This is an optimization exercise on Yosys and OpenROAD, whose aim is a short achievable clock period and few clock cycles, not a production implementation. Only simulation tests tie the RTL to the original design; equivalence was not proved. Power figures rest on the tool's default switching activity, not on a simulated workload.

==> flow/design.v <==
module Register(
    clk,
    rst_n,
    read_reg_1,
    read_reg_2,
    write_reg,
    write_data,
    read_data_1,
    read_data_2,
    offset,
    addr_1
);
input         clk;
input         rst_n;
input  [4:0]  read_reg_1;
input  [4:0]  read_reg_2;
input  [4:0]  write_reg;      
input  [31:0] write_data;
output [31:0] read_data_1;
output [31:0] read_data_2;
input  [8:0]  offset;
output [6:0]  addr_1;     
reg  [31:0] rf [1:31];
wire [31:0] rv [0:31];
wire [8:0]  rs [0:31];
assign rv[0] = 32'd0;
assign rs[0] = offset;
genvar g;
generate
    for (g = 1; g < 32; g = g + 1) begin : regs
        assign rv[g] = rf[g];
        KSAdd #(.W(9)) oadd(.a(rf[g][8:0]), .b(offset), .cin(1'b0), .s(rs[g]));
        always @(posedge clk) begin
            if (~rst_n)
                rf[g] <= 32'd0;
            else if (write_reg == g)
                rf[g] <= write_data;
        end
    end
endgenerate
assign read_data_1 = rv[read_reg_1];
assign read_data_2 = rv[read_reg_2];
wire   [8:0] sel_sum = rs[read_reg_1];
assign addr_1      = sel_sum[8:2];
endmodule
module Control(
    instr,
    op_add,
    op_sub,
    op_and,
    op_or,
    op_slt,
    op_sll,
    op_srl,
    op_imm,
    op_link,
    is_lw,
    is_sw,
    is_beq,
    is_bne,
    is_j,
    is_jal,
    is_jr,
    use_rs,
    use_rt,
    dst
);
input  [31:0] instr;
output op_add, op_sub, op_and, op_or, op_slt, op_sll, op_srl, op_imm, op_link;
output is_lw, is_sw, is_beq, is_bne, is_j, is_jal, is_jr;
output use_rs;       
output use_rt;       
output [4:0] dst;    
wire [5:0] opcode = instr[31:26];
wire [5:0] funct  = instr[5:0];
wire       rtype  = (opcode == 6'h00);
wire r_add = rtype & (funct == 6'h20);
wire r_sub = rtype & (funct == 6'h22);
wire r_and = rtype & (funct == 6'h24);
wire r_or  = rtype & (funct == 6'h25);
wire r_slt = rtype & (funct == 6'h2a);
wire r_sll = rtype & (funct == 6'h00);
wire r_srl = rtype & (funct == 6'h02);
wire r_jr  = rtype & (funct == 6'h08);
wire i_addi = (opcode == 6'h08);
assign is_lw   = (opcode == 6'h23);
assign is_sw   = (opcode == 6'h2b);
assign is_beq  = (opcode == 6'h04);
assign is_bne  = (opcode == 6'h05);
assign is_j    = (opcode == 6'h02);
assign is_jal  = (opcode == 6'h03);
assign is_jr   = r_jr;
assign op_add  = r_add | i_addi;
assign op_sub  = r_sub;
assign op_and  = r_and;
assign op_or   = r_or;
assign op_slt  = r_slt;
assign op_sll  = r_sll;
assign op_srl  = r_srl;
assign op_imm  = i_addi;
assign op_link = is_jal;
wire r_wr = r_add | r_sub | r_and | r_or | r_slt | r_sll | r_srl;
assign dst = is_jal ? 5'd31 :
             r_wr   ? instr[15:11] :
             (i_addi | is_lw) ? instr[20:16] : 5'd0;
assign use_rs = ~(is_j | is_jal);
assign use_rt = rtype | is_beq | is_bne;
endmodule
module ALU(
    in0,
    in1,
    shamt,
    op_add,
    op_sub,
    op_and,
    op_or,
    op_slt,
    op_sll,
    op_srl,
    op_link,
    link,
    sum,
    lt,
    other
);
input  [31:0] in0;
input  [31:0] in1;        
input  [4:0]  shamt;
input         op_add, op_sub, op_and, op_or, op_slt, op_sll, op_srl, op_link;
input  [31:0] link;
output [31:0] sum;
output        lt;
output [31:0] other;
wire        inv = op_sub | op_slt;
wire [31:0] s;
KSAdd #(.W(32)) adder(.a(in0), .b(in1 ^ {32{inv}}), .cin(inv), .s(s));
assign sum   = {32{op_add | op_sub}} & s;
assign lt    = op_slt & ((in0[31] ^ in1[31]) ? in0[31] : s[31]);
assign other = ({32{op_and}}  & (in0 & in1))
             | ({32{op_or}}   & (in0 | in1))
             | ({32{op_sll}}  & (in1 << shamt))
             | ({32{op_srl}}  & (in1 >> shamt))
             | ({32{op_link}} & link);
endmodule
module KSAdd #(parameter W = 32) (
    input  [W-1:0] a,
    input  [W-1:0] b,
    input          cin,
    output [W-1:0] s
);
wire [W-1:0] p0 = a ^ b;
wire [W-1:0] g  = { a[W-1:1] & b[W-1:1], (a[0] & b[0]) | (p0[0] & cin) };
wire [W-1:0] p  = { p0[W-1:1], 1'b0 };
wire [W-1:0] gl [0:5];
wire [W-1:0] pl [0:5];
assign gl[0] = g;
assign pl[0] = p;
genvar l, i;
generate
    for (l = 0; l < 5; l = l + 1) begin : lv
        for (i = 0; i < W; i = i + 1) begin : bt
            if (i >= (1 << l)) begin : comb
                assign gl[l+1][i] = gl[l][i] | (pl[l][i] & gl[l][i - (1 << l)]);
                assign pl[l+1][i] = pl[l][i] & pl[l][i - (1 << l)];
            end else begin : pass
                assign gl[l+1][i] = gl[l][i];
                assign pl[l+1][i] = pl[l][i];
            end
        end
    end
endgenerate
assign s = p0 ^ { gl[5][W-2:0], cin };
endmodule
module IncDec #(parameter W = 20) (
    input  [W-1:0] a,
    output [W-1:0] inc,
    output [W-1:0] dec
);
genvar i;
generate
    for (i = 0; i < W; i = i + 1) begin : bt
        if (i == 0) begin : b0
            assign inc[i] = ~a[i];
            assign dec[i] = ~a[i];
        end else begin : bn
            assign inc[i] = a[i] ^ (&a[i-1:0]);
            assign dec[i] = a[i] ^ ~(|a[i-1:0]);
        end
    end
endgenerate
endmodule
module SingleCycleMIPS( 
    clk,
    rst_n,
    IR_addr,
    IR,
    ReadDataMem,
    CEN,
    WEN,
    A,
    Data2Mem,
    OEN
);
input         clk, rst_n;
input  [31:0] IR;
output [31:0] IR_addr;
input  [31:0] ReadDataMem;  
output        CEN;  
output        WEN;  
output [6:0]  A;  
output [31:0] Data2Mem;  
output        OEN;  
localparam BTB_B = 6;             
localparam BTB_N = 1 << BTB_B;
reg  [31:0] pc;           
reg         d_valid;      
reg  [31:0] d_ir;
reg  [31:0] d_pc;
reg         d_pt;
reg  [11:2] d_ptgt;
reg         e_valid;      
reg  [31:0] e_a, e_b;     
reg  [4:0]  e_shamt;
reg  [31:0] e_pc4;
reg  [11:2] e_tgt;        
reg  [19:0] e_jhi;        
reg         e_bcy, e_bs;  
reg         e_pt;         
reg  [11:2] e_ptgt;       
reg  [19:0] e_pchi;       
reg  [4:0]  e_dst;        
reg         e_add, e_sub, e_and, e_or, e_slt, e_sll, e_srl, e_link;
reg         e_lw, e_beq, e_bne, e_j, e_jr;
reg  [31:0] w_res;        
reg  [4:0]  w_dst;        
reg         CEN_r, WEN_r, OEN_r;
reg  [6:0]  A_r;
reg  [31:0] D_r;
assign IR_addr  = pc;
assign CEN      = CEN_r;
assign WEN      = WEN_r;
assign OEN      = OEN_r;
assign A        = A_r;
assign Data2Mem = D_r;
reg              bt_v   [0:BTB_N-1];
reg              bt_j   [0:BTB_N-1];
reg  [1:0]       bt_c   [0:BTB_N-1];
reg  [11:2]      bt_t   [0:BTB_N-1];
wire [BTB_B-1:0] f_bidx = pc[BTB_B+1:2];
wire             f_pt   = bt_v[f_bidx] & (bt_j[f_bidx] | bt_c[f_bidx][1]);
wire [11:2]      f_ptgt = bt_t[f_bidx];
wire [31:0]      f_pc4;
wire [29:0]      f_pc4_dec;
IncDec #(.W(30)) pcinc(.a(pc[31:2]), .inc(f_pc4[31:2]), .dec(f_pc4_dec));
assign f_pc4[1:0] = pc[1:0];
wire [31:0]      f_pred = f_pt ? { pc[31:12], f_ptgt, 2'b00 } : f_pc4;
wire [4:0]  d_rs  = d_ir[25:21];
wire [4:0]  d_rt  = d_ir[20:16];
wire [31:0] d_imm = { {16{d_ir[15]}}, d_ir[15:0] };
wire d_add, d_sub, d_and, d_or, d_slt, d_sll, d_srl, d_imm_op, d_link;
wire d_lw, d_sw, d_beq, d_bne, d_j, d_jal, d_jr, d_use_rs, d_use_rt;
wire [4:0] d_dst;
Control ctrl(
    .instr(d_ir),
    .op_add(d_add), .op_sub(d_sub), .op_and(d_and), .op_or(d_or),
    .op_slt(d_slt), .op_sll(d_sll), .op_srl(d_srl), .op_imm(d_imm_op),
    .op_link(d_link),
    .is_lw(d_lw), .is_sw(d_sw), .is_beq(d_beq), .is_bne(d_bne),
    .is_j(d_j), .is_jal(d_jal), .is_jr(d_jr),
    .use_rs(d_use_rs), .use_rt(d_use_rt),
    .dst(d_dst)
);
wire [31:0] d_pc4     = d_pc + 32'd4;
wire [31:0] d_jtarget = { d_pc4[31:28], d_ir[25:0], 2'b00 };
wire [10:0] bt_lo;
KSAdd #(.W(11)) btadd(.a({1'b0, d_pc[11:2]}), .b({1'b0, d_ir[9:0]}), .cin(1'b1), .s(bt_lo));
wire [31:0] e_sum, e_other;
wire        e_lt;
wire [31:0] e_res = e_sum | e_other | { 31'd0, e_lt };
wire [31:0] e_val = e_lw ? ReadDataMem : e_res;
wire        fe_a  = (d_rs == e_dst) & (e_dst != 5'd0);
wire        fe_b  = (d_rt == e_dst) & (e_dst != 5'd0);
wire        fw_a  = (d_rs == w_dst) & (w_dst != 5'd0);
wire        fw_b  = (d_rt == w_dst) & (w_dst != 5'd0);
wire [31:0] rf_a, rf_b;
wire [6:0]  rf_addr;
Register mips_reg(
    .clk(clk),
    .rst_n(rst_n),
    .read_reg_1(d_rs),
    .read_reg_2(d_rt),
    .write_reg(w_dst),
    .write_data(w_res),
    .read_data_1(rf_a),
    .read_data_2(rf_b),
    .offset(d_ir[8:0]),
    .addr_1(rf_addr)
);
wire        fa_rf = ~fe_a & ~fw_a;
wire        fa_w  = ~fe_a &  fw_a;
wire        fa_ld =  fe_a &  e_lw;
wire        fb_rf = ~fe_b & ~fw_b;
wire        fb_w  = ~fe_b &  fw_b;
wire        fb_ld =  fe_b &  e_lw;
wire [31:0] d_a = ({32{fe_a}}  & (e_sum | e_other | { 31'd0, e_lt }))
                | ({32{fa_ld}} & ReadDataMem)
                | ({32{fa_w}}  & w_res)
                | ({32{fa_rf}} & rf_a);
wire [31:0] d_b = ({32{fe_b}}  & (e_sum | e_other | { 31'd0, e_lt }))
                | ({32{fb_ld}} & ReadDataMem)
                | ({32{fb_w}}  & w_res)
                | ({32{fb_rf}} & rf_b);
wire [31:0] d_bi = ({32{fe_b & ~d_imm_op}}  & (e_sum | e_other | { 31'd0, e_lt }))
                 | ({32{fb_ld & ~d_imm_op}} & ReadDataMem)
                 | ({32{fb_w  & ~d_imm_op}} & w_res)
                 | ({32{fb_rf & ~d_imm_op}} & rf_b)
                 | ({32{d_imm_op}}          & d_imm);
wire [8:0]  ld_sum, w_sum;
KSAdd #(.W(9)) ldadd(.a(ReadDataMem[8:0]), .b(d_ir[8:0]), .cin(1'b0), .s(ld_sum));
KSAdd #(.W(9)) wadd(.a(w_res[8:0]), .b(d_ir[8:0]), .cin(1'b0), .s(w_sum));
wire [6:0]  d_addr = fe_a ? ld_sum[8:2] : (fw_a ? w_sum[8:2] : rf_addr);
ALU alu(
    .in0(e_a),
    .in1(e_b),
    .shamt(e_shamt),
    .op_add(e_add), .op_sub(e_sub), .op_and(e_and), .op_or(e_or),
    .op_slt(e_slt), .op_sll(e_sll), .op_srl(e_srl),
    .op_link(e_link),
    .link(e_pc4),
    .sum(e_sum),
    .lt(e_lt),
    .other(e_other)
);
wire [19:0] e_pchi_p1, e_pchi_m1;
IncDec #(.W(20)) pchi(.a(e_pchi), .inc(e_pchi_p1), .dec(e_pchi_m1));
wire        e_bsame  = (e_bcy == e_bs);
wire [19:0] e_bhi    = e_bsame ? e_pchi : (e_bcy ? e_pchi_p1 : e_pchi_m1);
wire [31:0] e_atgt   = e_jr ? e_a : { (e_j ? e_jhi : e_bhi), e_tgt, 2'b00 };
wire        e_hi_ok  = e_jr ? (e_a[31:12] == e_pchi) :
                       e_j  ? (e_jhi == e_pchi) : e_bsame;
wire        e_lo_ok  = ((e_jr ? e_a[11:0] : { e_tgt, 2'b00 }) == { e_ptgt, 2'b00 });
wire        e_tgt_ok = e_hi_ok & e_lo_ok;
wire        e_eq     = (e_a == e_b);
wire        e_br     = e_beq | e_bne;
wire        e_taken  = e_j | e_jr | (e_beq & e_eq) | (e_bne & ~e_eq);
wire        redirect = e_valid & ((e_taken != e_pt) | (e_taken & ~e_tgt_ok));
wire [31:0] redir_pc = e_taken ? e_atgt : e_pc4;
reg              u_upd, u_ctl, u_taken, u_br, u_pt;
reg  [BTB_B-1:0] u_bidx;
reg  [11:2]      u_tgt;
always @(posedge clk) begin
    u_upd   <= rst_n & e_valid;
    u_ctl   <= e_br | e_j | e_jr;
    u_br    <= e_br;
    u_taken <= e_taken;
    u_pt    <= e_pt;
    u_bidx  <= e_pc4[BTB_B+1:2] - 1'b1;
    u_tgt   <= e_atgt[11:2];
end
genvar bi;
generate
    for (bi = 0; bi < BTB_N; bi = bi + 1) begin : btbu
        always @(posedge clk) begin
            if (~rst_n) begin
                bt_v[bi] <= 1'b0;
            end else if (u_upd & (u_bidx == bi)) begin
                if (u_ctl & u_taken) begin
                    bt_v[bi] <= 1'b1;
                    bt_j[bi] <= ~u_br;
                    bt_t[bi] <= u_tgt;
                    if (~bt_v[bi] | bt_j[bi])  bt_c[bi] <= 2'b10;
                    else if (bt_c[bi] != 2'b11) bt_c[bi] <= bt_c[bi] + 2'b01;
                end else if (u_ctl) begin
                    if (bt_c[bi] != 2'b00) bt_c[bi] <= bt_c[bi] - 2'b01;
                end else if (u_pt) begin
                    bt_v[bi] <= 1'b0;
                end
            end
        end
    end
endgenerate
wire        stall  = d_valid & (d_lw | d_sw) & fe_a & ~e_lw;
wire        d_go   = d_valid & ~redirect & ~stall;    
wire [31:0] f_next = redirect ? redir_pc :
                     stall    ? pc       : f_pred;
always @(posedge clk) begin
    if (~rst_n) begin
        pc      <= 32'd0;
        d_valid <= 1'b0;
        e_valid <= 1'b0;
        e_dst   <= 5'd0;
        e_lw    <= 1'b0;
        w_dst   <= 5'd0;
        CEN_r   <= 1'b1;
        WEN_r   <= 1'b1;
        OEN_r   <= 1'b1;
    end else begin
        pc      <= f_next;
        if (redirect)    d_valid <= 1'b0;
        else if (~stall) d_valid <= 1'b1;
        e_valid <= d_go;
        e_dst   <= d_go ? d_dst : 5'd0;
        e_lw    <= d_go & d_lw;
        CEN_r   <= ~(d_go & (d_lw | d_sw));
        WEN_r   <= ~(d_go & d_sw);
        OEN_r   <= ~(d_go & d_lw);
        w_dst   <= e_dst;
    end
end
always @(posedge clk) begin
    if (~stall) begin
        d_ir   <= IR;
        d_pc   <= pc;
        d_pt   <= f_pt;
        d_ptgt <= f_ptgt;
    end
    e_a      <= d_a;
    e_b      <= d_bi;
    e_shamt  <= d_ir[10:6];
    e_pc4    <= d_pc4;
    e_tgt    <= (d_j | d_jal) ? d_ir[9:0] : bt_lo[9:0];
    e_jhi    <= d_jtarget[31:12];
    e_bcy    <= bt_lo[10];
    e_bs     <= d_ir[15];
    e_pt     <= d_pt;
    e_ptgt   <= d_ptgt;
    e_pchi   <= d_pc[31:12];
    e_add    <= d_add;
    e_sub    <= d_sub;
    e_and    <= d_and;
    e_or     <= d_or;
    e_slt    <= d_slt;
    e_sll    <= d_sll;
    e_srl    <= d_srl;
    e_link   <= d_link;
    e_beq    <= d_beq;
    e_bne    <= d_bne;
    e_j      <= d_j | d_jal;
    e_jr     <= d_jr;
    A_r      <= d_addr;
    D_r      <= d_b;
    w_res    <= e_val;
end
endmodule
==> flow/flow/run.sh <==
#!/bin/bash
# Layout flow: the standard synthesis unchanged, then the standard ORFS
# steps with a larger setup repair margin so that repair_timing keeps
# improving paths past 5 ns of slack. Each tool's output goes to its own log.
set -euo pipefail
bash standard.sh synth > synth.log 2>&1
bash standard.sh SETUP_SLACK_MARGIN=6 TNS_END_PERCENT=100 finish > layout.log 2>&1
==> flow/standard.sh <==
#!/bin/bash
# synth_recipe.tcl (not shown) runs the flow's synth.tcl, then flattens the netlist and writes it again
# the make line also repeats each setting of config.mk as NAME=value (left out here)
make -C /OpenROAD-flow-scripts/flow DESIGN_CONFIG=/design/flow/config.mk WORK_HOME=/design/flow/orfs CLKGATE_MAP_FILE= SYNTH_SCRIPT=/design/flow/synth_recipe.tcl "${@:-finish}"
==> flow/config.mk <==
export PLATFORM = sky130hd
export DESIGN_NAME = SingleCycleMIPS
export DESIGN_NICKNAME = SingleCycleMIPS
export VERILOG_FILES = /design/flow/design.v
export SDC_FILE = /design/flow/constraint.sdc
export NUM_CORES = 8
export LEC_CHECK = 0
export CAP_MARGIN = 40
export CORE_MARGIN = 2
export CORE_UTILIZATION = 45
export PLACE_DENSITY = 0.6
export SETUP_SLACK_MARGIN = 5
export SLEW_MARGIN = 40
==> flow/constraint.sdc <==
create_clock -name core_clock -period 9.0 [get_ports {clk}]
set_input_delay 1.8000 -clock core_clock [delete_from_list [all_inputs] [get_ports {clk}]]
set_output_delay 1.8000 -clock core_clock [all_outputs]
set_load 0.01 [all_outputs]
==> notes.md <==
[how the worst max path moves through the flow]
stage                     depth (start not counted)  slack [ns]  endpoint
after floorplan                                  10        5.54    A_r[3]
after global placement                            6        2.64   e_b[15]
after detailed placement                         15        3.64     OEN_r
after CTS                                        15        5.34   e_a[26]
after global routing                             16        5.19   e_a[26]
final                                            12        5.15   e_b[30]
[Yosys cell counts, drive strengths merged, types with 90 or more instances]
cell    instances
clkbuf        890
o211ai        118
xor2          136
nor2          606
nand2b         90
buf           138
nor3          286
dfxtp        1366
ha            474
nand2        2638
inv           340
a22oi        1254
a21oi        1399
nand4         203
o21ai         291
xnor2         250
and3          101
nand3         210
edfxtp        907
[what timing repair did]
item	4_1_cts	5_1_grt
endpoints found under the setup margin	1606	640
buffers inserted	568	192
resized for setup	1620	524
cloned	49	4
pin swaps	378	318
[metal layers]
layer	wire length [µm]	GRT usage	share of wire
met1	261000	0.670	0.35
met2	278000	0.708	0.37
met3	137000	0.302	0.18
met4	74000	0.371	0.098
met5	1480	0.0221	0.0020
[registers in the layout, summed over array words and instances (netlist names), 64 cells and up]
| register | flops |
|---|---|
| mips_reg.rf | 992 |
| bt_t | 640 |
| bt_c | 128 |
| bt_j | 64 |
| bt_v | 64 |
[cell families (layout without fill, tap and decap cells)]
logic type | after synthesis | in the layout | synth area share
simple gates | 4522 | 4529 | 0.170
xor+xnor | 386 | 386 | 0.0289
buf+inv | 1373 | 2120 | 0.0454
fa+ha+maj | 476 | 476 | 0.0510
mux | 189 | 189 | 0.0232
other cells | 0 | 76 | 0
flops | 2273 | 2273 | 0.466
compound gates | 3848 | 3849 | 0.216
[critical path, delay by kind of cell, from the launching register on]
family / cells / cell delay (ns)
flops: 1 / 0.48
compound gates: 4 / 1.57
buf+inv: 4 / 0.68
simple gates: 4 / 0.91
[stage by stage]
step | cell area [µm²] | util
after floorplan | 119000 | -
after global placement | 124000 | 0.480
after detailed placement | 125000 | 0.483
after CTS | 145000 | 0.561
after global routing | 150000 | 0.578
final | 150000 | 0.579
[power by group through the flow]
stage | clock network, µW | logic, µW | registers [µW]
global placement | 0 | 1360 | 11200
floorplan | 0 | 678 | 11200
finish | 10600 | 1910 | 10900
CTS | 10400 | 1680 | 10900
detailed placement | 0 | 1380 | 11200
global route | 10800 | 1890 | 10900
[cell type report]
type | count | area [µm²] | share of cell area
tap | 3402 | 4260 | 0.0284
sequential | 2273 | 55000 | 0.367
antenna | 76 | 190 | 0.00127
timing repair buffer | 1328 | 15000 | 0.0998
clock buffer | 343 | 6950 | 0.0463
inverter | 345 | 1350 | 0.00902
timing repair inverter | 2 | 16.3 | 0.000108
clock inverter | 102 | 1190 | 0.00793
multi-input combinational | 9429 | 66100 | 0.441
==> parameters.txt <==
Parameter                              Value

Global routing
  Number of global-route vias before repair    about 110k
  Gr ovfl total    0
  Initial antenna violation count    roughly 80
  Global-route wire length before repair    ~990000 µm
  Pin count of the biggest net entering global routing    165
  Total routing resource utilization after global routing    0.543

Drt
  Antenna-violating nets left    0
  Detail-routed net length per standard cell    43.4 µm
  Via Count    129000
  Drt total wl    between 700000 and 800000 µm
  Number of remaining DRC errors    0
  Via density    7.43
  Iteration-0 DRC Markers    roughly 28000
  Router iterations before antenna repair    17

Clock network
  Number of CTS-inserted buffers    245
  Hold Buf Count CTS    0
  Total number of clock tree sinks    approximately 2300
  Cell chosen for the clock root    sky130_fd_sc_hd__clkbuf_16
  Clock tree from TritonCTS    built
  Maximum root-to-sink buffer count    4
  Source-to-sink clock delay at the later pin of the worst-skew pair    1.00 ns
  H-tree depth    4
  CTS clock-pin slew for the worst setup and hold paths    roughly 0.06 ns

Power
  Worst supply voltage drop on vdd    around 0.00019 V
  Static leakage    around 0.053 µW
  Internal power    17400 µW
  Clock share of power    0.451
  Overall power after layout    between 20000 and 25000 µW
  Power Dens Cells    156 nW/µm²
  Sequential Power Share    0.467
  Switching share of total power    0.257
  Net Switching    slightly above 6000 µW
  Logic gate share of total power    0.082

Place
  Worst setup slack before clock tree synthesis    between 3 and 4 ns
  Placed instance count    ~16000
  Weighted congestion reported at the end of routability-driven placement    1.03
  HPWL after DPL    between 400000 and 500000 µm
  Port bufs    139

Logic synthesis
  Mapped Nets    approximately 14000
  Synthesized area per cell    approximately 9.0 µm²
  Number of flops mapped to enable cells by yosys    just over 900
  Fraction of post-synthesis cell area in the top cell type by area    0.233
  Synth area leaders    sky130_fd_sc_hd__dfxtp_1 23%, sky130_fd_sc_hd__edfxtp_1 23%, sky130_fd_sc_hd__nand2_1 8.4%
  Synthesis-stage register bit count    roughly 2300
  Sequential fraction of the synthesis area    0.466
  Post-synthesis cell type with the largest combined area    sky130_fd_sc_hd__dfxtp_1
  Most frequently used flop master after synthesis    sky130_fd_sc_hd__dfxtp_1
  Share of flip-flops with an asynchronous set or reset    0
  Count of synthesis-stage warnings from yosys    10
  Summed instance area of the synthesized netlist    117000 µm²
  Number of distinct library cells after synthesis    102
  Mapped Cells    ~13000

STA
  Post-layout minimum cycle time    3.85 ns
  Max-slew violation count    0
  RSZ-0062 raised after global routing    true
  Setup violations, final    0
  Worst Slack Setup Final    ~5.1 ns
  Transition time at the pin with the least slew margin    1.11 ns
  Number of endpoints with negative hold slack in the final report    0
  Share of the clock period used by the worst path    0.428
  Post-route clock skew    approximately 0.15 ns
  Smallest hold slack    roughly 0.34 ns
  Total negative slack for setup checks    0 ns
  Max frequency    260 MHz
  Headroom to the max-slew limit    0.260

Job
  Max-cap violation count    0

Setup path
  Worst Path Arrival    ~4.6 ns
  Type of the worst setup path    flip-flop to flip-flop
  Cell mode on critical path    sky130_fd_sc_hd__buf_4
  Master of the slowest instance on the critical path    sky130_fd_sc_hd__a222oi_1
  Reg2reg start    d_ir[17]
  Critical Path Start    d_ir[17]
  Endpoint required time on the critical path    just under 10 ns
  Worst reg-to-reg setup slack    5.15 ns
  Reg-to-reg critical path endpoint    e_b[30]
  Type of element capturing the critical path    flip-flop
  Stage delay of the slowest cell on the critical path    0.89 ns
  Reg2reg path depth    12
  Cells traversed along the worst timing path    buf_12, or3b_4, nor2_4, buf_4, buf_6, a222oi_1, o21ai_0, nor2_1, nand3_2, a31oi_4, o21ai_2, buf_4
  Critical path peak fanout    8
  CP Launch Type    flip-flop

Finish
  Layout filler cell count    22000
  Most common cell after layout, fill and taps aside    sky130_fd_sc_hd__nand2_1
  Number of nets in the final layout    14200
  Post-synthesis to final-layout area growth    28.1%
  Layout cells sized above 1    0.224
  Number of cells in the finished layout apart from fillers    17300
  Leading cell types in the layout, fill and taps excluded    2555 x sky130_fd_sc_hd__nand2_1, 1282 x sky130_fd_sc_hd__a21oi_1, 1205 x sky130_fd_sc_hd__dfxtp_1

Floorplan
  Core Area    roughly 260000 µm²
  Initial core utilization    0.452
  Row cnt    between 150 and 200
  Vertical extent of the die    514 µm
  Die outline area    about 260000 µm²
  Width of the chip    514 µm
  Number of primary I/O pins    140

Worst hold path
  Hold Path Class    flip-flop to flip-flop
  Endpoint, Worst Hold    e_ptgt[5]
  Number of cells on the worst hold path    0
  Startpoint of the most critical hold path    d_ptgt[5]

Status
  Run status    finished clean
Testbench counts, summed over its fixed seeds: cycles 45,385.

-- static timing again, ports no longer ideal --
How much do the figures lean on ideal ports? The routed layout below was timed once more, with nothing changed but the port constraints.
Step 1, drivers: a clkbuf_16 drives clk and a buf_2 each remaining input, both assumed.
Step 2 times the ports against the registers' clock, not the clock port: input delays grow and output delays shrink by t, the midpoint of the rising clock arrivals with the driver on.
Slacks: ideal ports / drivers / drivers and shift; pairs: ideal ports / drivers.
t (ns): 1.036
setup WS [ns]: 5.149 / 5.149 / 4.687
worst hold slack (ns): 0.342 / 0.342 / 0.342
After both steps this run still meets setup and hold. For this run, drivers alone change the setup slack by 0.000 ns; drivers and shift together by -0.462 ns.
